What follows belongs to an exercise in optimizing a design on an open flow for a short achievable clock period and few clock cycles; a production flow would make more cautious choices. The RTL was checked by simulation tests, not by an equivalence proof against the original design. Power figures rest on the tool's default switching activity, not on a simulated workload.

`flow/design.v`:
```
module riscv_core #(
    parameter DATA_MEM_SIZE = 1024
) (
    input  logic        clk,
    input  logic        rst_n,
    output logic [31:0] instr_rd_addr,
    input  logic [31:0] instr_rd_data,
    output logic [31:0] data_rd_addr,
    input  logic [31:0] data_rd_data,
    output logic [1:0]  data_wr,
    output logic [31:0] data_wr_addr,
    output logic [31:0] data_wr_data,
    output logic [2:0]  halt
);
    function automatic logic [31:0] ksadd(input logic [31:0] x, input logic [31:0] y, input logic ci);
        logic [31:0] g, p, gg, pp, g2, p2;
        g  = x & y;
        p  = x ^ y;
        gg = {g[31:1], g[0] | (p[0] & ci)};
        pp = p;
        for (int k = 1; k < 32; k = k * 2) begin
            g2 = gg;
            p2 = pp;
            for (int i = k; i < 32; i = i + 1) begin
                g2[i] = gg[i] | (pp[i] & gg[i-k]);
                p2[i] = pp[i] & pp[i-k];
            end
            gg = g2;
            pp = p2;
        end
        ksadd = p ^ {gg[30:0], ci};
    endfunction
    function automatic logic [12:0] add12(input logic [11:0] x, input logic [11:0] y);
        logic [11:0] g, p, gg, pp, g2, p2;
        g  = x & y;
        p  = x ^ y;
        gg = g;
        pp = p;
        for (int k = 1; k < 12; k = k * 2) begin
            g2 = gg;
            p2 = pp;
            for (int i = k; i < 12; i = i + 1) begin
                g2[i] = gg[i] | (pp[i] & gg[i-k]);
                p2[i] = pp[i] & pp[i-k];
            end
            gg = g2;
            pp = p2;
        end
        add12 = {gg[11], p ^ {gg[10:0], 1'b0}};
    endfunction
    function automatic logic [19:0] add20(input logic [19:0] x, input logic [19:0] y, input logic ci);
        logic [19:0] g, p, gg, pp, g2, p2;
        g  = x & y;
        p  = x ^ y;
        gg = {g[19:1], g[0] | (p[0] & ci)};
        pp = p;
        for (int k = 1; k < 20; k = k * 2) begin
            g2 = gg;
            p2 = pp;
            for (int i = k; i < 20; i = i + 1) begin
                g2[i] = gg[i] | (pp[i] & gg[i-k]);
                p2[i] = pp[i] & pp[i-k];
            end
            gg = g2;
            pp = p2;
        end
        add20 = p ^ {gg[18:0], ci};
    endfunction
    function automatic logic [2:0] cmp(input logic [31:0] x, input logic [31:0] y);
        logic [31:0] g, p, gg, pp, g2, p2, ny;
        logic c, ltu;
        ny = ~y;
        g  = x & ny;
        p  = x ^ ny;
        gg = {g[31:1], g[0] | p[0]};
        pp = p;
        for (int k = 1; k < 32; k = k * 2) begin
            g2 = gg;
            p2 = pp;
            for (int i = k; i < 32; i = i + 1) begin
                g2[i] = gg[i] | (pp[i] & gg[i-k]);
                p2[i] = pp[i] & pp[i-k];
            end
            gg = g2;
            pp = p2;
        end
        c   = gg[31];           
        ltu = !c;
        cmp = {x == y, (x[31] != y[31]) ? x[31] : ltu, ltu};
    endfunction
    logic [31:0] fa_o;        
    logic [31:0] fa;          
    logic        p_d, p_d2;   
    logic [31:0] t_base, t_off, t_full;   
    logic        p_jalr;      
    logic        i_valid, i_hit;
    logic [1:0]  i_ctr;
    logic [31:0] i_pc, i_pn;
    logic        d_valid, d_hit, d_ired;
    logic [1:0]  d_ctr;
    logic [31:0] d_pc, d_pn, d_pdiff, d_ins, d_immbj;
    logic        e_valid;
    logic [31:0] e_pc, e_a, e_b, e_bx, e_sd, e_imm, e_immbj, e_link, e_jcmp;
    logic [4:0]  e_rd;
    logic        e_fa, e_fb, e_fs;   
    logic        e_sub, e_sra;
    logic [8:0]  e_sel;       
    logic        e_br, e_jal, e_jalr, e_ld, e_st, e_env, e_auipc, e_addi;
    logic [31:0] e_nimm;      
    logic [31:0] d_lnk;       
    logic [31:0] e_uval;      
    logic [31:0] e_unegd;     
    logic        e_hit, e_ptaken, e_off4;
    logic [1:0]  e_ctr;
    logic [2:0]  e_f3;
    logic [31:0] m_res, m_addr, m_wdata, m_btgt;
    logic        m_brv, m_taken, m_ptaken;
    logic [1:0]  m_wr;
    logic [4:0]  m_rd;
    logic        m_ld, m_mem;
    logic [2:0]  m_f3;
    logic [31:0] w_res;
    logic [4:0]  w_rd;
    logic        w_ld;
    logic [2:0]  w_f3;
    logic [31:0] x_val;
    logic [4:0]  x_rd;
    logic        halt0, halt1, halt2;
    logic [31:0] rf [1:31];
    logic [31:0] bt_v;
    logic [31:0] bt_pt;       
    logic [4:0]  bt_tag [0:31];
    logic [31:0] bt_tgt [0:31];
    logic        bt_j [0:31];
    logic [1:0]  bt_c [0:31];
    logic        m_bu, m_bbr, m_hit, m_jalr;
    logic [1:0]  m_ctr;
    logic [31:0] m_bt, m_pc;
    logic        u_v, u_j, u_jalr;
    logic [4:0]  u_idx, u_tag;
    logic [31:0] u_tgt;
    logic [1:0]  u_c;
    logic        hfix_v;
    logic [19:0] hfix_val;
    logic [1:0]  hfix_lo2;
    logic [31:0] fa_eff;
    assign fa_eff = hfix_v ? {hfix_val, fa[11:2], hfix_lo2} : fa;
    logic [31:0] fnext, fa4, hv;
    logic [4:0]  fi;
    logic        f_hit, f_pt;
    assign fi      = fa[6:2];
    always_comb
        for (int k = 0; k < 32; k++) hv[k] = bt_v[k] && bt_tag[k] == fa[11:7];
    assign f_hit   = hv[fi];
    assign f_pt    = hv[fi] && bt_pt[fi];
    assign fa4     = fa_eff + 32'd4;
    assign fnext   = f_pt ? bt_tgt[fi] : fa4;
    logic [31:0] ld_val;
    always_comb begin
        case (w_f3)
            3'h0:    ld_val = {{24{data_rd_data[7]}}, data_rd_data[7:0]};
            3'h1:    ld_val = {{16{data_rd_data[15]}}, data_rd_data[15:0]};
            3'h4:    ld_val = {24'h0, data_rd_data[7:0]};
            3'h5:    ld_val = {16'h0, data_rd_data[15:0]};
            default: ld_val = data_rd_data;
        endcase
    end
    always_ff @(posedge clk) begin
        if (x_rd != 5'd0) rf[x_rd] <= x_val;
    end
    logic [31:0] ins;
    assign ins = d_ins;
    logic [6:0] opc;
    logic [2:0] f3;
    logic [6:0] f7;
    logic [4:0] rd, rs1, rs2;
    assign opc = ins[6:0];
    assign f3  = ins[14:12];
    assign f7  = ins[31:25];
    assign rd  = ins[11:7];
    assign rs1 = ins[19:15];
    assign rs2 = ins[24:20];
    logic is_lui, is_auipc, is_jal, is_jalr, is_br, is_ld, is_st, is_opi, is_op, is_sys;
    assign is_lui   = opc == 7'b0110111;
    assign is_auipc = opc == 7'b0010111;
    assign is_jal   = opc == 7'b1101111;
    assign is_jalr  = opc == 7'b1100111;
    assign is_br    = opc == 7'b1100011;
    assign is_ld    = opc == 7'b0000011;
    assign is_st    = opc == 7'b0100011;
    assign is_opi   = opc == 7'b0010011;
    assign is_op    = opc == 7'b0110011;
    assign is_sys   = opc == 7'b1110011;
    logic legal;
    always_comb begin
        legal = 1'b0;
        if (is_op) begin
            case (f3)
                3'h0, 3'h5: legal = f7 == 7'h00 || f7 == 7'h20;
                default:    legal = f7 == 7'h00;
            endcase
        end
        if (is_opi) begin
            case (f3)
                3'h1:    legal = f7 == 7'h00;
                3'h5:    legal = f7 == 7'h00 || f7 == 7'h20;
                default: legal = 1'b1;
            endcase
        end
        if (is_ld)  legal = f3 != 3'h3 && f3 != 3'h6 && f3 != 3'h7;
        if (is_st)  legal = f3 == 3'h0 || f3 == 3'h1 || f3 == 3'h2;
        if (is_br)  legal = f3 != 3'h2 && f3 != 3'h3;
        if (is_jalr) legal = f3 == 3'h0;
        if (is_jal || is_lui || is_auipc) legal = 1'b1;
        if (is_sys) legal = f3 == 3'h0 && ins[31:21] == 11'h0;
    end
    logic [31:0] imm_i, imm_s, imm_b, imm_u, imm_j, imm, imm_bj;
    assign imm_i = {{20{ins[31]}}, ins[31:20]};
    assign imm_s = {{20{ins[31]}}, ins[31:25], ins[11:7]};
    assign imm_b = {{19{ins[31]}}, ins[31], ins[7], ins[30:25], ins[11:8], 1'b0};
    assign imm_u = {ins[31:12], 12'h0};
    assign imm_j = {{11{ins[31]}}, ins[31], ins[19:12], ins[20], ins[30:21], 1'b0};
    assign imm_bj = d_immbj;
    always_comb begin
        if (is_st)                   imm = imm_s;
        else if (is_br)              imm = imm_b;
        else if (is_lui || is_auipc) imm = imm_u;
        else if (is_jal)             imm = imm_j;
        else                         imm = imm_i;
    end
    logic use1, use2, wen;
    assign use1 = is_op || is_opi || is_ld || is_st || is_br || is_jalr;
    assign use2 = is_op || is_st || is_br;
    assign wen  = (is_op || is_opi || is_ld || is_jal || is_jalr || is_lui || is_auipc) && rd != 5'd0;
    logic [31:0] wb_now, rv1, rv2;
    assign wb_now = w_ld ? ld_val : w_res;
    always_comb begin
        rv1 = rf[rs1];
        if (rs1 == 5'd0)       rv1 = 32'h0;
        else if (rs1 == m_rd)  rv1 = m_res;
        else if (rs1 == w_rd)  rv1 = wb_now;
        else if (rs1 == x_rd)  rv1 = x_val;
        rv2 = rf[rs2];
        if (rs2 == 5'd0)       rv2 = 32'h0;
        else if (rs2 == m_rd)  rv2 = m_res;
        else if (rs2 == w_rd)  rv2 = wb_now;
        else if (rs2 == x_rd)  rv2 = x_val;
    end
    logic h1_e, h2_e;
    assign h1_e = use1 && rs1 != 5'd0 && e_valid && rs1 == e_rd;
    assign h2_e = use2 && rs2 != 5'd0 && e_valid && rs2 == e_rd;
    logic [31:0] iw;
    logic [4:0]  i_rs1, i_rs2, ld_rd_d, ld_rd_e;
    logic        i_use1, i_use2, nh_e, nh_m, d_he, d_hm;
    assign iw     = instr_rd_data;
    assign i_rs1  = iw[19:15];
    assign i_rs2  = iw[24:20];
    assign i_use1 = iw[6:0] == 7'b0110011 || iw[6:0] == 7'b0010011 || iw[6:0] == 7'b0000011 ||
                    iw[6:0] == 7'b0100011 || iw[6:0] == 7'b1100011 || iw[6:0] == 7'b1100111;
    assign i_use2 = iw[6:0] == 7'b0110011 || iw[6:0] == 7'b0100011 || iw[6:0] == 7'b1100011;
    assign ld_rd_d = (d_valid && is_ld) ? rd : 5'd0;
    assign ld_rd_e = (e_valid && e_ld) ? e_rd : 5'd0;
    assign nh_e = (i_use1 && i_rs1 != 5'd0 && i_rs1 == ld_rd_d) || (i_use2 && i_rs2 != 5'd0 && i_rs2 == ld_rd_d);
    assign nh_m = (i_use1 && i_rs1 != 5'd0 && i_rs1 == ld_rd_e) || (i_use2 && i_rs2 != 5'd0 && i_rs2 == ld_rd_e);
    logic d_stall, d_refetch;
    assign d_stall = d_valid && (d_he || d_hm);
    assign d_refetch = d_stall && i_valid;
    logic pn_tgt, pn_link;
    assign pn_tgt  = d_ired || d_pdiff == imm_bj;
    assign pn_link = !d_ired && d_pdiff == 32'd4;
    logic        i_isjal, i_isbr, i_isjalr, i_guess, i_fuse, i_off4, i_redirect;
    logic [31:0] i_immbj, i_immi, i_imm;
    logic [12:0] s_b, s_j, s_i;
    assign i_isjal  = iw[6:0] == 7'b1101111;
    assign i_isbr   = iw[6:0] == 7'b1100011;
    assign i_isjalr = iw[6:0] == 7'b1100111;
    assign i_immbj  = i_isjal ? {{11{iw[31]}}, iw[31], iw[19:12], iw[20], iw[30:21], 1'b0} :
                                {{19{iw[31]}}, iw[31], iw[7], iw[30:25], iw[11:8], 1'b0};
    assign i_immi   = {{20{iw[31]}}, iw[31:20]};
    assign i_guess  = (i_rs1 == i_rs2) ? (iw[14:12] == 3'h0 || (iw[14] && iw[12])) : iw[31];
    assign i_fuse   = i_isjalr && iw[14:12] == 3'h0 && d_valid && is_auipc && rd != 5'd0 &&
                      rd == i_rs1 && ins[31:12] == 20'h0;
    assign i_imm    = i_isjalr ? i_immi : i_immbj;
    assign s_b      = {1'b0, i_pc[11:0]} + {1'b0, iw[7], iw[30:25], iw[11:8], 1'b0};
    assign s_j      = add12(i_pc[11:0], {iw[20], iw[30:21], 1'b0});
    assign s_i      = add12(d_pc[11:0], iw[31:20]);
    logic [12:0] i_tlo;       
    logic [19:0] i_thi;
    assign i_tlo = i_isjalr ? s_i : i_isjal ? s_j : s_b;
    logic [19:0] j_thi0, j_thi1, b_thi, r_thi;
    assign j_thi0 = i_pc[31:12] + {{12{iw[31]}}, iw[19:12]};
    assign j_thi1 = add20(i_pc[31:12], {{12{iw[31]}}, iw[19:12]}, 1'b1);
    assign b_thi  = iw[31] ? (s_b[12] ? i_pc[31:12] : i_pc_hi_m) : (s_b[12] ? i_pc_hi_p : i_pc[31:12]);
    assign r_thi  = iw[31] ? (s_i[12] ? d_pc[31:12] : d_pc_hi_m) : (s_i[12] ? d_pc_hi_p : d_pc[31:12]);
    assign i_thi  = i_isjalr ? r_thi : i_isjal ? (s_j[12] ? j_thi1 : j_thi0) : b_thi;
    logic [19:0] i_pc_hi_p, i_pc_hi_m, d_pc_hi_p, d_pc_hi_m;
    assign i_off4   = i_isjalr ? i_immi == 32'd8 : i_immbj == 32'd4;
    assign i_redirect = i_valid && !i_hit && !d_stall && !i_off4 &&
                        (i_isjal || (i_isbr && i_guess) || i_fuse);
    logic [31:0] d_link;
    assign d_link = d_pc + 32'd4;
    logic fuse, br_guess, off4, want_tgt, redir_any;
    assign fuse = is_jalr && rs1 != 5'd0 && e_valid && e_auipc && rs1 == e_rd &&
                  imm_i != e_unegd && !d_hit && !d_ired;
    assign br_guess = (rs1 == rs2) ? (f3 == 3'h0 || (f3[2] && f3[0])) : ins[31];
    assign off4 = imm_bj == 32'd4;
    always_comb begin
        want_tgt = 1'b0;
        if (is_jal)
            redir_any = !pn_tgt;
        else if (is_br) begin
            want_tgt = br_guess;
            redir_any = (!d_hit || !(pn_tgt || pn_link)) && (br_guess ? !pn_tgt : !pn_link);
        end else if (is_jalr)
            redir_any = fuse;
        else
            redir_any = !pn_link;
    end
    logic d_redirect;
    assign d_redirect = d_valid && !d_stall && redir_any;
    logic [31:0] d_tb, d_to;
    always_comb begin
        if (is_jalr) begin
            d_tb = e_uval;
            d_to = imm_i;
        end else if (is_jal || want_tgt) begin
            d_tb = d_pc;
            d_to = imm_bj;
        end else begin
            d_tb = d_pc;
            d_to = 32'd4;
        end
    end
    logic [31:0] a, b, sd;
    assign a  = e_fa ? m_res : e_a;
    assign b  = e_fb ? m_res : e_b;
    assign sd = e_fs ? m_res : e_sd;
    logic [31:0] sum, addr;
    always_comb begin
        case ({e_fa, e_fb})
            2'b00:   sum = e_sub ? e_a + e_bx + 32'd1 : e_a + e_b;
            2'b10:   sum = e_sub ? m_res + e_bx + 32'd1 : m_res + e_b;
            2'b01:   sum = e_sub ? e_a + ~m_res + 32'd1 : e_a + m_res;
            default: sum = e_sub ? 32'h0 : {m_res[30:0], 1'b0};
        endcase
    end
    assign addr = e_fa ? ksadd(m_res, e_imm, 1'b0) : e_a + e_imm;
    logic [31:0] sll_r, sr_r;
    assign sll_r = a << b[4:0];
    assign sr_r  = 32'($signed({e_sra & a[31], a}) >>> b[4:0]);
    logic [2:0] c00, c10, c01, c11, c;
    assign c00 = cmp(e_a, e_b);
    assign c10 = cmp(m_res, e_b);
    assign c01 = cmp(e_a, m_res);
    assign c11 = 3'b100;
    always_comb begin
        case ({e_fa, e_fb})
            2'b00:   c = c00;
            2'b10:   c = c10;
            2'b01:   c = c01;
            default: c = c11;
        endcase
    end
    logic eq, lt, ltu;
    assign {eq, lt, ltu} = c;
    logic [31:0] res, res_o;
    assign res = e_sel[0] ? sum : res_o;
    always_comb begin
        res_o = 32'h0;
        if (e_sel[1]) res_o = res_o | (a ^ b);
        if (e_sel[2]) res_o = res_o | (a | b);
        if (e_sel[3]) res_o = res_o | (a & b);
        if (e_sel[4]) res_o = res_o | sll_r;
        if (e_sel[5]) res_o = res_o | sr_r;
        if (e_sel[6]) res_o = res_o | {31'h0, lt};
        if (e_sel[7]) res_o = res_o | {31'h0, ltu};
        if (e_sel[8]) res_o = res_o | e_link;
    end
    logic cond, taken;
    always_comb begin
        case (e_f3[2:1])
            2'b00:   cond = eq;
            2'b10:   cond = lt;
            default: cond = ltu;
        endcase
        taken = cond ^ e_f3[0];
    end
    logic jalr_ok, m_bmis, ev, e_jmis, e_redirect;
    assign m_bmis  = m_brv && (m_taken != m_ptaken);
    assign ev      = e_valid && !m_bmis;
    assign jalr_ok = e_fa ? (m_res == e_jcmp) : (e_a == e_jcmp);
    assign e_jmis  = ev && e_jalr && !jalr_ok;
    assign e_redirect = m_bmis || e_jmis;
    logic [31:0] f_rest;
    always_comb begin
        if (m_bmis)          f_rest = m_btgt;
        else if (p_jalr)     f_rest = m_addr;
        else if (p_d2)       f_rest = t_full;
        else if (d_refetch)  f_rest = i_pc;
        else if (dz_fire)    f_rest = d_lnk;
        else                 f_rest = fnext;
    end
    logic d_z, dz_fire;
    assign d_z = e_fa ? (m_res == e_nimm) : (e_a == e_nimm);
    assign dz_fire = d_valid && !d_stall && !redir_any && is_br && f3[2:1] == 2'b00 &&
                     rs2 == 5'd0 && rs1 != 5'd0 && e_valid && e_addi && e_rd == rs1 &&
                     pn_tgt && !pn_link && (f3[0] ? d_z : !d_z);
    logic sel_i;
    assign sel_i = i_redirect && !m_bmis && !p_jalr && !p_d2 && !d_refetch && !d_redirect && !dz_fire;
    logic [31:0] e_bt;        
    assign e_bt = e_pc + e_immbj;
    logic bt_upd;
    assign bt_upd = m_bu && (!m_bbr || m_taken || m_hit);
    always_ff @(posedge clk) begin
        if (!rst_n) begin
            fa      <= 32'h0;
            fa_o    <= 32'h0;
            p_d     <= 1'b0;
            hfix_v  <= 1'b0;
            p_d2    <= 1'b0;
            m_bu    <= 1'b0;
            p_jalr  <= 1'b0;
            i_valid <= 1'b0;
            d_valid <= 1'b0;
            e_valid <= 1'b0;
            m_rd    <= 5'd0;
            m_brv   <= 1'b0;
            m_wr    <= 2'd0;
            m_ld    <= 1'b0;
            m_mem   <= 1'b0;
            w_rd    <= 5'd0;
            w_ld    <= 1'b0;
            x_rd    <= 5'd0;
            halt0   <= 1'b0;
            halt1   <= 1'b0;
            halt2   <= 1'b0;
            bt_v    <= 32'h0;
            bt_pt   <= 32'h0;
            u_v     <= 1'b0;
        end else begin
            fa <= {f_rest[31:12], sel_i ? i_tlo[11:2] : f_rest[11:2], f_rest[1:0]};
            p_d  <= d_redirect && !e_redirect;
            hfix_v <= sel_i;
            p_d2 <= p_d && !e_redirect;
            fa_o <= ({32{m_bmis}} & m_btgt) |
                    ({32{!m_bmis && p_jalr}} & m_addr) |
                    ({32{!m_bmis && !p_jalr && p_d2}} & t_full) |
                    ({32{!m_bmis && !p_jalr && !p_d2 && d_refetch}} & i_pc) |
                    ({32{sel_i}} & {20'h0, i_tlo[11:0]}) |
                    ({32{!m_bmis && !p_jalr && !p_d2 && !d_refetch && dz_fire}} & d_lnk) |
                    ({32{!m_bmis && !p_jalr && !p_d2 && !d_refetch && !dz_fire && !i_redirect}} & fnext);
            p_jalr  <= e_jmis;
            i_valid <= !(e_redirect || p_jalr || d_refetch || d_redirect || i_redirect || p_d || p_d2 || dz_fire);
            m_bu    <= ev && (e_jal || e_jalr || e_br);
            if (e_redirect)    d_valid <= 1'b0;
            else if (!d_stall) d_valid <= i_valid && !d_redirect && !dz_fire;
            e_valid <= d_valid && !d_stall && !e_redirect;
            m_rd  <= ev ? e_rd : 5'd0;
            m_ld  <= ev && e_ld;
            m_mem <= ev && (e_ld || e_st);
            m_wr  <= (ev && e_st) ? (e_f3[1] ? 2'd3 : e_f3[0] ? 2'd2 : 2'd1) : 2'd0;
            m_brv <= ev && e_br && !e_off4;
            w_rd <= m_rd;
            w_ld <= m_ld;
            x_rd <= w_rd;
            if (d_valid && !legal) halt0 <= 1'b1;
            if (m_mem && m_addr[31:10] != 22'h0) halt1 <= 1'b1;
            if (ev && e_env) halt2 <= 1'b1;
            u_v <= bt_upd;
            if (u_v) begin
                bt_v[u_idx]  <= 1'b1;
                bt_pt[u_idx] <= u_j || u_c[1];
            end
        end
    end
    always_ff @(posedge clk) begin
        t_base <= d_tb;
        t_off  <= d_to;
        i_pc  <= fa_eff;
        hfix_val  <= i_thi;
        i_pc_hi_p <= fa_eff[31:12] + 20'd1;
        i_pc_hi_m <= fa_eff[31:12] - 20'd1;
        hfix_lo2  <= i_tlo[1:0];
        i_pn  <= fnext;
        i_hit <= f_hit;
        i_ctr <= bt_c[fi];
        if (!d_stall) begin
            d_he    <= nh_e;
            d_hm    <= nh_m;
            d_ins   <= instr_rd_data;
            d_immbj <= (iw[6:0] == 7'b1101111) ?
                       {{11{iw[31]}}, iw[31], iw[19:12], iw[20], iw[30:21], 1'b0} :
                       {{19{iw[31]}}, iw[31], iw[7], iw[30:25], iw[11:8], 1'b0};
            d_pc    <= i_pc;
            d_pn    <= i_pn;
            d_pdiff <= i_pn - i_pc;
            d_lnk   <= i_pc + 32'd4;
            d_ired  <= i_redirect;
            d_pc_hi_p <= i_pc_hi_p;
            d_pc_hi_m <= i_pc_hi_m;
            d_hit   <= i_hit;
            d_ctr   <= i_ctr;
        end else begin
            d_he  <= 1'b0;
            d_hm  <= d_he;
        end
        e_pc      <= d_pc;
        e_link    <= d_link;
        e_immbj   <= imm_bj;
        e_imm     <= imm;
        e_rd      <= wen ? rd : 5'd0;
        e_a       <= is_lui ? 32'h0 : is_auipc ? d_pc : rv1;
        e_b       <= (is_op || is_br) ? rv2 : imm;
        e_bx      <= (is_op && f3 == 3'h0 && ins[30]) ? ~rv2 : (is_op || is_br) ? rv2 : imm;
        e_sd      <= rv2;
        e_fa      <= h1_e;
        e_fb      <= (is_op || is_br) && h2_e;
        e_fs      <= h2_e;
        e_sub     <= is_op && f3 == 3'h0 && ins[30];
        e_sra     <= ins[30];
        e_sel[0]  <= ((is_op || is_opi) && f3 == 3'h0) || is_lui || is_auipc;
        e_sel[1]  <= (is_op || is_opi) && f3 == 3'h4;
        e_sel[2]  <= (is_op || is_opi) && f3 == 3'h6;
        e_sel[3]  <= (is_op || is_opi) && f3 == 3'h7;
        e_sel[4]  <= (is_op || is_opi) && f3 == 3'h1;
        e_sel[5]  <= (is_op || is_opi) && f3 == 3'h5;
        e_sel[6]  <= (is_op || is_opi) && f3 == 3'h2;
        e_sel[7]  <= (is_op || is_opi) && f3 == 3'h3;
        e_sel[8]  <= is_jal || is_jalr;
        e_br      <= is_br;
        e_jal     <= is_jal;
        e_jalr    <= is_jalr;
        e_ld      <= is_ld;
        e_st      <= is_st;
        e_env     <= is_sys && legal;
        e_f3      <= f3;
        e_hit     <= d_hit;
        e_ctr     <= d_ctr;
        e_ptaken  <= dz_fire ? 1'b0 : redir_any ? want_tgt : pn_tgt;
        e_off4    <= off4;
        e_jcmp    <= (redir_any || d_ired) ? e_uval : d_pn - imm_i;
        e_auipc   <= is_auipc;
        e_addi    <= is_opi && f3 == 3'h0;
        e_nimm    <= 32'd0 - imm_i;
        e_uval    <= d_pc + imm_u;
        e_unegd   <= 32'd8 - imm_u;
        m_res   <= res;
        m_pc    <= e_pc;
        m_taken <= taken;
        m_ptaken <= e_ptaken;
        m_btgt  <= e_ptaken ? e_link : e_bt;
        m_addr  <= addr;
        m_wdata <= sd;
        m_f3    <= e_f3;
        w_res <= m_res;
        w_f3  <= m_f3;
        x_val <= wb_now;
        t_full <= t_base + t_off;
        m_bbr  <= e_br;
        m_hit  <= e_hit;
        m_ctr  <= e_ctr;
        m_jalr <= e_jalr;
        m_bt   <= e_bt;
        u_idx  <= m_pc[6:2];
        u_tag  <= m_pc[11:7];
        u_tgt  <= m_jalr ? m_addr : m_bt;
        u_j    <= !m_bbr;
        if (!m_hit)         u_c <= m_taken ? 2'b10 : 2'b01;
        else if (m_taken)   u_c <= m_ctr == 2'b11 ? 2'b11 : m_ctr + 2'b01;
        else                u_c <= m_ctr == 2'b00 ? 2'b00 : m_ctr - 2'b01;
        if (u_v) begin
            bt_tag[u_idx] <= u_tag;
            bt_tgt[u_idx] <= u_tgt;
            bt_j[u_idx]   <= u_j;
            bt_c[u_idx]   <= u_c;
        end
    end
    assign instr_rd_addr = {fa[31:12], fa_o[11:2], fa[1:0]};
    assign data_rd_addr  = m_addr;
    assign data_wr_addr  = m_addr;
    assign data_wr_data  = m_wdata;
    assign data_wr       = m_wr;
    assign halt          = {halt2, halt1, halt0};
endmodule
```
`flow/flow/run.sh`:
```
#!/bin/bash
set -euo pipefail
export SETUP_SLACK_MARGIN=${MARGIN:-6.5}
export BUFFER_PORTS_ARGS="-buffer_cell sky130_fd_sc_hd__buf_4"
bash standard.sh > standard_flow.log 2>&1
```
`flow/standard.sh`:
```
#!/bin/bash
# synth_recipe.tcl (not shown) runs the flow's synth.tcl, then flattens the netlist and writes it again
# the make line also repeats each setting of config.mk as NAME=value (left out here)
make -C /OpenROAD-flow-scripts/flow DESIGN_CONFIG=/design/flow/config.mk WORK_HOME=/design/flow/orfs CLKGATE_MAP_FILE= SYNTH_SCRIPT=/design/flow/synth_recipe.tcl "${@:-finish}"
```
`flow/config.mk`:
```
export PLATFORM = sky130hd
export DESIGN_NAME = riscv_core
export DESIGN_NICKNAME = riscv_core
export VERILOG_FILES = /design/flow/design.v
export SDC_FILE = /design/flow/constraint.sdc
export NUM_CORES = 4
export LEC_CHECK = 0
export ABC_AREA = 0
export ABC_CLOCK_PERIOD_IN_PS = 3000
export CAP_MARGIN = 20
export CORE_MARGIN = 2
export CORE_UTILIZATION = 40
export PLACE_DENSITY = 0.6
export SLEW_MARGIN = 20
```
`flow/constraint.sdc`:
```
create_clock -name core_clock -period 10.0 [get_ports {clk}]
set_input_delay 2.0000 -clock core_clock [delete_from_list [all_inputs] [get_ports {clk}]]
set_output_delay 2.0000 -clock core_clock [all_outputs]
set_load 0.01 [all_outputs]
```
==> results_dict.tcl, run 1 <==
set metrics [dict create \
    status "complete, no violations" \
    final_cell_mix "2454 x edfxtp_1, 935 x mux4_2, 838 x nor2_1" \
    grt_usage_pct 29.3 \
    async_reset_ff_share_pct 0 \
    clockBufferDepth 4 \
    cts_sinks 3468 \
    grt_overflow 0 \
    nFillCells 35900 \
    dieWidth_microns 652 \
    grt_pass1_vias 113000 \
    viasPerCell 6.12 \
    ys_seq_elements 3468 \
    routabilityCongestion 0.982 \
    leakage_nw 72.8 \
    place_ws_ns 3.81 \
    drive_above_1_share_pct 28.3 \
    dp_hpwl_microns 404000 \
    finalCritPeriodShare_pct 40.9 \
    max_cap_violations 0 \
    postCtsHoldBufs 0 \
    rr_worst_depth 18 \
    placed_area_sq_um 176000 \
    regArea_sq_um 94500 \
    final_util_pct 48.5 \
    syn_area_sq_um 168000 \
    hold_viol 0 \
    placedCellCount 17900 \
    worst-path-buf-inv 1 \
    worst_setup_path_start_kind "input port" \
    hold_end "u_tag[1]$_DFF_P_" \
    antenna_found_initial 49 \
    layout_setup_ws_ns 5.91 \
    fin_cells 19300 \
    yosysWarnings 1 \
    power_mw 36.2 \
    critPathCaptureType "flip-flop" \
    skew_ns 0.116 \
    synth_edf_count 2454 \
    ys_seq_area_share_pct 56.0 \
    grt_pass1_wl_microns 883000 \
    multi_input_area_sq_um 75000 \
    slowest_delay_ns 0.48 \
    crit_path_top_delay_cell "a2111oi_4" \
    rsz0062_at_grt "true" \
    fmax_ghz 0.244 \
    relSlewSlack_pct 17.5 \
    drt_iter0_drc 15400 \
    io-pin-count 199 \
    dieArea_sq_um 425000 \
    final_antenna_net_count 0 \
    setup_viol 0 \
    cp.required_ns 10.85 \
    period_needed_ns 4.09 \
    cts_buffers 374 \
    clkLatencyLatePin_ns 1.01 \
    final_common_cell "edfxtp_1" \
    hold_ws_ns 0.325 \
    vdd.ir_drop.worst_mv 0.152 \
    crit_family "compound AO/OA/AOI/OAI gates" \
    min-delay-start "m_pc[8]$_DFF_P_" \
    core_sq_um 417000 \
    io_buffers 198 \
    die_height_microns 652 \
    detail_route.wl_per_cell_microns 33.5 \
    reg2reg_to "m_taken$_DFF_P_" \
    critPathMaxFanout 5 \
    final_nets 14100 \
    wl_microns 646000 \
    cp_cell_sequence "buf_8, ha_4, and3_4, nand3_4, nand3b_1, a2111oi_4, o211ai_1, o31ai_2, o22ai_2, a41oi_2, a21boi_2, a2111o_1, o21ai_2, a211oi_2" \
    setup.worst_path.class "input port to flip-flop" \
    r2r_start "m_res[0]$_DFF_P_" \
    synth-main-ff-cell "edfxtp_1" \
    cts_root_buffer "clkbuf_16" \
    area_growth_pct 20.5 \
    fin_area_sq_um 202000 \
    min_path_type "flip-flop to flip-flop" \
    cts_tree "yes" \
    reg2reg_slack_ns 6.10 \
    finalMaxSlewViolations 0 \
    hold_depth 0 \
    dr_total_vias 118000 \
    ys_types 96 \
    htreeDepth 5 \
    clkTransAtPathRegs_ns 0.06 \
    arrival_ns 4.94 \
    initial_core_util_pct 40.2 \
    power_density_nw_per_um2 179 \
    worst_slew_pin_slew_ns 1.24 \
    synth_area_per_cell_sq_um 13.2 \
    syn_nets 13400 \
    num_rows 237 \
    first_pass_iters 8 \
    route.detailed.drc 0 \
    tns_ns 0 \
    postSynthCellCount 12700 \
    grt_max_degree 78 \
]
## final cells by class
cell class	instances	share of cell area, %
clock buffer	521	5.21
clock inverter	178	0.881
multi-input combinational	8034	37.1
tap	5497	3.40
timing repair buffer	1094	5.78
sequential	3468	46.7
antenna	39	0.0482
inverter	440	0.879
## worst register-to-register path, stage by stage, from the launching register on
cell	delay [ns]
dfxtp_4	0.37
buf_6	0.13
ha_4	0.16
inv_2	0.05
fa_2	0.24
a21oi_4	0.08
o221a_4	0.28
a221o_1	0.42
o31ai_4	0.40
o221ai_4	0.19
o21ai_2	0.22
a31o_2	0.20
a2111oi_4	0.09
buf_4	0.18
nor4_4	0.32
buf_6	0.20
nand2_2	0.07
o21ai_2	0.08
xnor2_1	0.09
## report_power, final
group,internal (mW),leakage [nW],switching [mW]
Combinational,2.43,35.2,3.15
Sequential,15.8,31.5,0.787
Clock,8.04,6.08,5.98
Total,26.3,72.8,9.92
## per-layer routing
layer	global-route usage, %	wire length (microns)
met5	0	104
met2	45.2	290000
met4	19.5	52400
met1	38.1	247000
met3	4.96	57400
## synth_stat cells (61+ instances only)
cell / instances / area (sq um)
mux2i_1: 327 / 3270
nor4_1: 73 / 457
mux4_2: 935 / 21100
nor2_1: 924 / 3470
o22ai_1: 69 / 432
nor3_1: 182 / 911
o21a_1: 88 / 661
a21o_1: 163 / 1220
edfxtp_1: 2454 / 73700
a221oi_1: 67 / 587
xor2_1: 192 / 1680
nand2b_1: 90 / 563
xnor2_1: 622 / 5450
clkbuf_1: 476 / 1790
o21bai_1: 67 / 503
o211ai_1: 118 / 886
and3_1: 64 / 400
a21oi_1: 758 / 3790
buf_1: 125 / 469
a31oi_1: 113 / 707
inv_1: 429 / 1610
dfxtp_1: 1014 / 20300
ha_1: 585 / 7320
nor2b_1: 75 / 469
nand4_1: 101 / 632
buf_4: 61 / 458
a211oi_1: 116 / 871
nand3_1: 179 / 896
buf_2: 77 / 385
nand2_1: 817 / 3070
mux2_2: 183 / 2060
o21ai_0: 521 / 2610
## logic make-up (layout without fill, tap and decap cells)
group           Yosys count  in the layout  share of synthesized area, %
buf+inv                1187           2233                          2.88
xor+xnor                814            814                          4.25
other cells               0             39                             0
compound gates         2415           2415                          9.04
simple gates           2743           2746                          7.48
mux                    1456           1456                          15.8
fa+ha+maj               603            603                          4.57
flops                  3468           3468                          56.0
## sequential cells by signal, indices dropped and copies added (netlist names), 64 cells and up, named ones only
name    flops
bt_c       64
rf        992
bt_tgt   1024
bt_tag    160
## worst max path at each step
stage	startpoint	endpoint	slack (ns)	cells after the start
floorplan	instr_rd_data[29]	hfix_val[19]$_DFF_P_	5.34	13
global placement	instr_rd_data[4]	fa_o[11]$_SDFF_PN0_	3.85	11
detailed placement	instr_rd_data[4]	fa_o[11]$_SDFF_PN0_	3.81	11
CTS	instr_rd_data[22]	hfix_val[19]$_DFF_P_	5.93	14
global route	instr_rd_data[29]	hfix_val[19]$_DFF_P_	5.83	14
finish	instr_rd_data[29]	hfix_val[19]$_DFF_P_	5.91	14
## what timing repair did
action,in CTS,in global routing
resized for setup,1261,480
cloned,43,19
buffers inserted,384,187
setup endpoints to repair,506,312
pin swaps,268,302
hold endpoints to repair,0,0
Testbench counts, summed over its fixed seeds: cycles 57,942.
==> run 2: changes to the inputs <==
--- a/flow/design.v
+++ b/flow/design.v
@@ -97,4 +97,8 @@
     logic [1:0]  i_ctr;
     logic [31:0] i_pc, i_pn;
+    logic        s_v, s_hit, s_ired;       
+    logic [1:0]  s_ctr;
+    logic [31:0] s_ins, s_pc, s_pn;
+    logic [19:0] s_pc_hi_p, s_pc_hi_m;
     logic        d_valid, d_hit, d_ired;
     logic [1:0]  d_ctr;
@@ -253,17 +257,23 @@
     logic [4:0]  i_rs1, i_rs2, ld_rd_d, ld_rd_e;
     logic        i_use1, i_use2, nh_e, nh_m, d_he, d_hm;
+    logic [31:0] q;           
+    logic [4:0]  q_rs1, q_rs2;
     assign iw     = instr_rd_data;
     assign i_rs1  = iw[19:15];
     assign i_rs2  = iw[24:20];
-    assign i_use1 = iw[6:0] == 7'b0110011 || iw[6:0] == 7'b0010011 || iw[6:0] == 7'b0000011 ||
-                    iw[6:0] == 7'b0100011 || iw[6:0] == 7'b1100011 || iw[6:0] == 7'b1100111;
-    assign i_use2 = iw[6:0] == 7'b0110011 || iw[6:0] == 7'b0100011 || iw[6:0] == 7'b1100011;
+    assign q      = s_v ? s_ins : iw;
+    assign q_rs1  = q[19:15];
+    assign q_rs2  = q[24:20];
+    assign i_use1 = q[6:0] == 7'b0110011 || q[6:0] == 7'b0010011 || q[6:0] == 7'b0000011 ||
+                    q[6:0] == 7'b0100011 || q[6:0] == 7'b1100011 || q[6:0] == 7'b1100111;
+    assign i_use2 = q[6:0] == 7'b0110011 || q[6:0] == 7'b0100011 || q[6:0] == 7'b1100011;
     assign ld_rd_d = (d_valid && is_ld) ? rd : 5'd0;
     assign ld_rd_e = (e_valid && e_ld) ? e_rd : 5'd0;
-    assign nh_e = (i_use1 && i_rs1 != 5'd0 && i_rs1 == ld_rd_d) || (i_use2 && i_rs2 != 5'd0 && i_rs2 == ld_rd_d);
-    assign nh_m = (i_use1 && i_rs1 != 5'd0 && i_rs1 == ld_rd_e) || (i_use2 && i_rs2 != 5'd0 && i_rs2 == ld_rd_e);
-    logic d_stall, d_refetch;
-    assign d_stall = d_valid && (d_he || d_hm);
-    assign d_refetch = d_stall && i_valid;
+    assign nh_e = (i_use1 && q_rs1 != 5'd0 && q_rs1 == ld_rd_d) || (i_use2 && q_rs2 != 5'd0 && q_rs2 == ld_rd_d);
+    assign nh_m = (i_use1 && q_rs1 != 5'd0 && q_rs1 == ld_rd_e) || (i_use2 && q_rs2 != 5'd0 && q_rs2 == ld_rd_e);
+    logic d_stall, d_refetch, f_hold;
+    assign d_stall   = d_valid && (d_he || d_hm);
+    assign d_refetch = d_stall && s_v && i_valid;
+    assign f_hold    = d_stall && d_he && (s_v || i_valid) && !d_refetch;
     logic pn_tgt, pn_link;
     assign pn_tgt  = d_ired || d_pdiff == imm_bj;
@@ -279,5 +289,5 @@
     assign i_immi   = {{20{iw[31]}}, iw[31:20]};
     assign i_guess  = (i_rs1 == i_rs2) ? (iw[14:12] == 3'h0 || (iw[14] && iw[12])) : iw[31];
-    assign i_fuse   = i_isjalr && iw[14:12] == 3'h0 && d_valid && is_auipc && rd != 5'd0 &&
+    assign i_fuse   = i_isjalr && iw[14:12] == 3'h0 && !s_v && d_valid && is_auipc && rd != 5'd0 &&
                       rd == i_rs1 && ins[31:12] == 20'h0;
     assign i_imm    = i_isjalr ? i_immi : i_immbj;
@@ -398,4 +408,5 @@
         else if (p_d2)       f_rest = t_full;
         else if (d_refetch)  f_rest = i_pc;
+        else if (f_hold)     f_rest = fa_eff;
         else if (dz_fire)    f_rest = d_lnk;
         else                 f_rest = fnext;
@@ -422,4 +433,5 @@
             p_jalr  <= 1'b0;
             i_valid <= 1'b0;
+            s_v     <= 1'b0;
             d_valid <= 1'b0;
             e_valid <= 1'b0;
@@ -448,11 +460,15 @@
                     ({32{!m_bmis && !p_jalr && !p_d2 && d_refetch}} & i_pc) |
                     ({32{sel_i}} & {20'h0, i_tlo[11:0]}) |
+                    ({32{!m_bmis && !p_jalr && !p_d2 && !d_refetch && f_hold}} & fa_eff) |
                     ({32{!m_bmis && !p_jalr && !p_d2 && !d_refetch && dz_fire}} & d_lnk) |
-                    ({32{!m_bmis && !p_jalr && !p_d2 && !d_refetch && !dz_fire && !i_redirect}} & fnext);
+                    ({32{!m_bmis && !p_jalr && !p_d2 && !d_refetch && !f_hold && !dz_fire && !i_redirect}} & fnext);
             p_jalr  <= e_jmis;
-            i_valid <= !(e_redirect || p_jalr || d_refetch || d_redirect || i_redirect || p_d || p_d2 || dz_fire);
+            i_valid <= !(e_redirect || p_jalr || d_refetch || d_redirect || i_redirect || p_d || p_d2 || dz_fire || f_hold);
+            if (e_redirect || d_redirect || dz_fire) s_v <= 1'b0;
+            else if (!d_stall)                       s_v <= s_v && i_valid;
+            else                                     s_v <= s_v || i_valid;
             m_bu    <= ev && (e_jal || e_jalr || e_br);
             if (e_redirect)    d_valid <= 1'b0;
-            else if (!d_stall) d_valid <= i_valid && !d_redirect && !dz_fire;
+            else if (!d_stall) d_valid <= (s_v || i_valid) && !d_redirect && !dz_fire;
             e_valid <= d_valid && !d_stall && !e_redirect;
             m_rd  <= ev ? e_rd : 5'd0;
@@ -485,20 +501,30 @@
         i_hit <= f_hit;
         i_ctr <= bt_c[fi];
+        if (s_v ? !d_stall : d_stall) begin
+            s_ins     <= instr_rd_data;
+            s_pc      <= i_pc;
+            s_pn      <= i_pn;
+            s_ired    <= i_redirect;
+            s_pc_hi_p <= i_pc_hi_p;
+            s_pc_hi_m <= i_pc_hi_m;
+            s_hit     <= i_hit;
+            s_ctr     <= i_ctr;
+        end
         if (!d_stall) begin
             d_he    <= nh_e;
             d_hm    <= nh_m;
-            d_ins   <= instr_rd_data;
-            d_immbj <= (iw[6:0] == 7'b1101111) ?
-                       {{11{iw[31]}}, iw[31], iw[19:12], iw[20], iw[30:21], 1'b0} :
-                       {{19{iw[31]}}, iw[31], iw[7], iw[30:25], iw[11:8], 1'b0};
-            d_pc    <= i_pc;
-            d_pn    <= i_pn;
-            d_pdiff <= i_pn - i_pc;
-            d_lnk   <= i_pc + 32'd4;
-            d_ired  <= i_redirect;
-            d_pc_hi_p <= i_pc_hi_p;
-            d_pc_hi_m <= i_pc_hi_m;
-            d_hit   <= i_hit;
-            d_ctr   <= i_ctr;
+            d_ins   <= q;
+            d_immbj <= (q[6:0] == 7'b1101111) ?
+                       {{11{q[31]}}, q[31], q[19:12], q[20], q[30:21], 1'b0} :
+                       {{19{q[31]}}, q[31], q[7], q[30:25], q[11:8], 1'b0};
+            d_pc    <= s_v ? s_pc : i_pc;
+            d_pn    <= s_v ? s_pn : i_pn;
+            d_pdiff <= s_v ? s_pn - s_pc : i_pn - i_pc;
+            d_lnk   <= s_v ? s_pc + 32'd4 : i_pc + 32'd4;
+            d_ired  <= s_v ? s_ired : i_redirect;
+            d_pc_hi_p <= s_v ? s_pc_hi_p : i_pc_hi_p;
+            d_pc_hi_m <= s_v ? s_pc_hi_m : i_pc_hi_m;
+            d_hit   <= s_v ? s_hit : i_hit;
+            d_ctr   <= s_v ? s_ctr : i_ctr;
         end else begin
             d_he  <= 1'b0;
==> run 2 against run 1 <==
  * Non-clock buffer count decreased by 28
  * Count of clock-buffer cells in the layout decreased by 26
  * Clock skew decreased by 0.041 ns
  * Register-to-register slack got worse by 0.23 ns
  * Critical path depth increased by 3
  * Critical endpoint is now fa[1]$_SDFF_PN0_
  * Highest routed layer unchanged
==> results_dict.tcl, run 2 <==
set metrics [dict create \
    clockBufferDepth 4 \
    synth_area_per_cell_sq_um 13.1 \
    power_density_nw_per_um2 177 \
    finalCritPeriodShare_pct 41.3 \
    reg_top3 "bt_tgt: 1024 flops, rf: 992 flops, bt_tag: 160 flops" \
    synth_edf_count 2593 \
    ys_types 109 \
    skew_ns 0.0754 \
    htreeDepth 5 \
    worst_slew_pin_slew_ns 1.22 \
    layout_setup_ws_ns 5.87 \
    vdd.ir_drop.worst_mv 0.142 \
    dieArea_sq_um 446000 \
    final_common_cell "edfxtp_1" \
    async_reset_ff_share_pct 0 \
    max_cap_violations 0 \
    area_growth_pct 19.3 \
    setup.worst_path.class "flip-flop to flip-flop" \
    antenna_found_initial 49 \
    met3_usage_pct 5.36 \
    dr_total_vias 123000 \
    num_rows 243 \
    yosysTopAreaCellShare_pct 44.2 \
    grt_pass1_vias 118000 \
    clkLatencyLatePin_ns 0.99 \
    clkTransAtPathRegs_ns 0.06 \
    yosys-top-cells-count "2593 x edfxtp_1, 1018 x nor2_1, 1015 x dfxtp_1, 938 x mux4_2, 879 x nand2_1" \
    wl_microns 663000 \
    cts_tree "yes" \
    multi_input_area_sq_um 78400 \
    viasPerCell 6.08 \
    drt_iter0_drc 16100 \
    cts_buffers 370 \
    final_antenna_net_count 0 \
    hold_viol 0 \
    grt_max_degree 166 \
    grt_usage_pct 28.7 \
    final_nets 14800 \
    synth_top_area_cell "edfxtp_1" \
    die_height_microns 668 \
    synth.area.top_cells "edfxtp_1 44%, mux4_2 12%, dfxtp_1 12%" \
    place_ws_ns 3.94 \
    ys_seq_elements 3608 \
    core_sq_um 438000 \
    route.detailed.drc 0 \
    syn_nets 14100 \
    dieWidth_microns 668 \
    yosysMostFrequentCell "edfxtp_1" \
    grt_pass1_wl_microns 910000 \
    relSlewSlack_pct 17.8 \
    initial_core_util_pct 40.2 \
    setup_viol 0 \
    ys_seq_area_share_pct 55.7 \
    detail_route.wl_per_cell_microns 32.7 \
    tns_ns 0 \
    grt_overflow 0 \
    leakage_nw 75.9 \
    syn_area_sq_um 176000 \
    cp.required_ns 10.84 \
    critPathCaptureType "flip-flop" \
    regMostFlops "bt_tgt" \
    largest_register_ffs 1024 \
    hold_depth 0 \
    synth-main-ff-cell "edfxtp_1" \
    drive_above_1_share_pct 27.2 \
    period_needed_ns 4.13 \
    routabilityCongestion 0.991 \
    min_path_type "flip-flop to flip-flop" \
    io-pin-count 199 \
    cts_sinks 3608 \
    regArea_sq_um 98800 \
    first_pass_iters 8 \
    finalMaxSlewViolations 0 \
    final_util_pct 47.9 \
    hold_ws_ns 0.328 \
    worst_setup_path_start_kind "flip-flop" \
    critPathMaxFanout 7 \
    grt_use_met2_pct 44.9 \
    grtUsageMet1_pct 37.3 \
    postSynthCellCount 13400 \
    status "complete, no violations" \
    cts_root_buffer "clkbuf_16" \
    rsz0062_at_grt "true" \
    arrival_ns 4.96 \
    fmax_ghz 0.242 \
    grt.busiest_layer "met2" \
    yosysWarnings 1 \
    nFillCells 38200 \
    io_buffers 198 \
    dp_hpwl_microns 422000 \
    rr_worst_depth 17 \
    final_cell_mix "2593 x edfxtp_1, 938 x mux4_2, 914 x nor2_1" \
]
[run 2: power breakdown]
part	switching, mW	internal (mW)
clock network	6.10	8.13
registers	0.713	16.5
logic	3.33	2.46
[run 2: worst paths after layout]
kind	startpoint	endpoint	slack, ns
worst max-delay path	e_fa$_DFF_P_	fa[1]$_SDFF_PN0_	5.87
worst min-delay path	m_f3[1]$_DFF_P_	w_f3[1]$_DFF_P_	0.33
worst max register to register	e_fa$_DFF_P_	fa[1]$_SDFF_PN0_	5.87
worst min register to register	m_f3[1]$_DFF_P_	w_f3[1]$_DFF_P_	0.33
[run 2: what timing repair did]
item	in CTS	in global routing
buffers inserted	374	134
pin swaps	283	290
gates cloned	48	15
resized for setup	1197	464
endpoints found under the setup margin	753	372
hold buffers	0	0
[run 2: logic make-up after synthesis]
logic type	count (synthesis)	share of synthesized area, %
XOR/XNOR	833	4.14
AO/OA/AOI/OAI	2569	9.19
adder cells (fa/ha/maj)	636	4.60
AND/OR/NAND/NOR	2917	7.54
flip-flops	3608	55.7
buffers and inverters	1274	2.96
multiplexers	1578	15.9
[run 2: cell type report]
class | instances | share of cell area, %
flip-flops and latches | 3608 | 47.0
diodes | 14 | 0.0167
multi-input cells | 8538 | 37.3
clock inverters | 191 | 0.962
inverters | 499 | 0.927
well taps | 5880 | 3.50
repair buffers | 1066 | 5.42
clock buffers | 495 | 4.89
[run 2: critical path, cell delays in order (launching register included)]
cell and delay, ns:
dfxtp_4 0.47, buf_8 0.17, buf_6 0.11, mux2i_4 0.31, nand4_1 0.14, mux2i_2 0.26, nand4_1 0.34, a2111oi_4 0.64
xnor2_2 0.21, nand4_4 0.19, nor2_4 0.25, buf_6 0.13, buf_8 0.12, buf_16 0.16, mux2i_2 0.24, nand2_1 0.07
o21ai_1 0.10, o21ai_1 0.08
[run 2: metrics by stage]
stage	std cells	power [mW]	instance area (sq um)
floorplan	13400	20.1	177000
global placement	19000	22.1	185000
global route	20300	38.2	210000
finish	20300	37.2	210000
detailed placement	19000	22.1	185000
CTS	20100	37.0	207000
[run 2: metal layers]
metal | wire length, microns | up-vias
met2 | 301000 | 6616
met1 | 254000 | 62700
met3 | 60000 | 1574
met4 | 48000 | 30
met5 | 198 | -
li1 | - | 52400
Testbench counts of run 2, summed over its fixed seeds: cycles 57,716.

separate check: timing with driven ports:
How much do the figures lean on ideal ports? The routed layouts below were timed once more, with nothing changed but the port constraints. Step 1, drivers: a clkbuf_16 drives clk and a buf_2 each remaining input, both assumed. Step 2, shift: input delay + t, output delay - t, t = (earliest + latest rising clock arrival at the registers) / 2. This alone moves slack from input paths to output paths. Slacks: no drivers / after step 1 / after step 2; pairs: no drivers / after step 1.
run	shift t [ns]	setup WS [ns]	worst setup path at the end	latest minus earliest clock arrival (ns)
run 1	1.088	5.909 / 5.871 / 4.783	input to register	0.118 / 0.118
run 2	1.082	5.874 / 5.874 / 4.883	input to register	0.098 / 0.099
After both steps setup and hold are still met in every run listed. The setup slack of run 1, which loses most, moves by -0.038 ns with the drivers and by -1.126 ns with both steps.
